What follows belongs to an exercise in optimizing a design on an open flow for small area and a short achievable clock period; a production flow would make more cautious choices.
Function was checked by simulation only, so behaviour that the tests miss may differ from the original.

==> inputs of cedar <==
// fp64_mul
module fp64_mul(input clk, input [63:0] a, input [63:0] b, output [63:0] p);
    wire [10:0] ea = a[62:52], eb = b[62:52];
    wire [51:0] ma = a[51:0],  mb = b[51:0];
    wire [26:0] one, two, neg;
    booth_enc u_enc(.y({|eb, mb}), .one(one), .two(two), .neg(neg));
    wire inf  = ((&ea) & ~(|ma)) | ((&eb) & ~(|mb));
    wire zero = (~(|ea) & ~(|ma)) | (~(|eb) & ~(|mb));
    reg  [52:0] a_q;
    reg  [26:0] one_q, two_q;
    reg  [25:0] neg_q;
    reg  [10:0] t_q;
    reg         s_q, inf_q, zero_q;
    wire [53:0] mh;
    wire [10:0] e0, e1;
    wire        so;
    dpm u_dpm(.A(a_q), .ONE(one_q), .TWO(two_q), .NEG({1'b0, neg_q}),
              .T(t_q), .S(s_q), .INF(inf_q), .ZERO(zero_q),
              .MH(mh), .E0(e0), .E1(e1), .SO(so));
    reg  [53:0] mh_q;
    reg  [10:0] e0_q, e1_q;
    reg         s2_q;
    always @(posedge clk) begin
        a_q     <= {|ea, ma};
        one_q   <= one;
        two_q   <= two;
        neg_q   <= neg[25:0];
        t_q     <= ea + eb - 11'd1023;
        s_q     <= a[63] ^ b[63];
        inf_q   <= inf;
        zero_q  <= zero;
        mh_q    <= mh;
        e0_q    <= e0;
        e1_q    <= e1;
        s2_q    <= so;
    end
    wire [51:0] m3 = mh_q[53] ? mh_q[52:1] : mh_q[51:0];
    wire [10:0] e3 = mh_q[53] ? e1_q : e0_q;
    assign p = {s2_q, e3, m3};
endmodule
export LEC_CHECK = 0
export CAP_MARGIN = 30
export CORE_MARGIN = 2
export CORE_UTILIZATION = 55
export CTS_CLUSTER_DIAMETER = 60
export CTS_CLUSTER_SIZE = 10
export SLEW_MARGIN = 20
create_clock -name core_clock -period 30.0 [get_ports {clk}]
standard.sh (not shown) runs the stock make flow with config.mk's settings and CLKGATE_MAP_FILE= SYNTH_SCRIPT=/design/flow/synth_recipe.tcl, a recipe that flattens the netlist after the stock synthesis.
==> flow/flow/run.sh <==
#!/bin/bash
# Own layout flow: the standard ORFS flow, with two changes.
#  1. Before synthesis, the generated leaf modules fa and bsel get the
#     library full adder / AND-OR-invert cell as their body (premap.py), so
#     synthesis keeps them instead of re-deriving them from gates.
#  2. Optional repair knobs (knobs.txt) are passed to ORFS's make.
# Every tool's output goes to a log file in this folder.
set -euo pipefail
cd "$(dirname "$0")/.."
W=$PWD
python3 flow/premap.py design.v design_premap.v > premap.log 2>&1
{
  echo "include $W/config.mk"
  echo "export VERILOG_FILES = $W/design_premap.v"
} > config_own.mk
KNOBS=""
if [[ -f flow/knobs.txt ]]; then KNOBS=$(grep -v '^#' flow/knobs.txt | tr '\n' ' '); fi
sed -e "s|DESIGN_CONFIG=[^ ]*|DESIGN_CONFIG=$W/config_own.mk $KNOBS|" standard.sh > standard_own.sh
bash standard_own.sh finish > flow.log 2>&1
test -f out/final.def
==> flow/flow/knobs.txt <==
SETUP_SLACK_MARGIN=22.5
Other scripts of this flow, unchanged in this note and not shown: flow/flow/premap.py
==> violet (differences from cedar) <==
==> flow/flow/knobs.txt (replaced) <==
SETUP_SLACK_MARGIN=22
==> results by group <==
Outcome
  – Status: finished clean

Cells and area
  – Register area: 4807 sq um

Global route
  – Grt met3 use: 17.68%

CTS
  – CTS-repair resized insts: around 180

Routing
  – WL met3: 43510 um
(the above is from violet)
==> results by group <==
STA
  – Tmin final: 7874 ps

Global route
  – Grt met3 use: between 20% and 30%

Cells and area
  – Register area: just under 5000 sq um

Placement
  – GP Congestion: 1.049

Routing
  – ANT nets after route: 0
  – WL met3: between 40000 and 50000 um

Hold path
  – Hold crit path type: flop to flop
  – Hold-critical path endpoint: s2_q

Outcome
  – Status: finished clean
(the above is from cedar)

## what the ideal ports hide
In the flow no input, the clock included, has a driving cell. The finished layouts below were timed again as built, in two steps. Step 1, drivers: a clkbuf_16 drives clk and a buf_2 each remaining input, both assumed. Step 2 times the ports against the registers' clock, not the clock port: input delays grow and output delays shrink by t, the midpoint of the rising clock arrivals with the driver on. a / b / c = ideal / step 1 / step 2; a / b = the first two.
| run | t, ns | slack for setup (ns) | worst slew at a driven data input, ns | cell pins on the clock port's net |
|---|---|---|---|---|
| cedar | 0.718 | 22.126 / 22.045 / 21.844 | 0.07 | 1 |
| violet | 0.691 | 21.871 / 21.788 / 21.294 | 0.05 | 1 |
After both steps every run listed still meets setup and hold. For violet, which loses most, drivers alone change the setup slack by -0.083 ns; drivers and shift together by -0.577 ns.
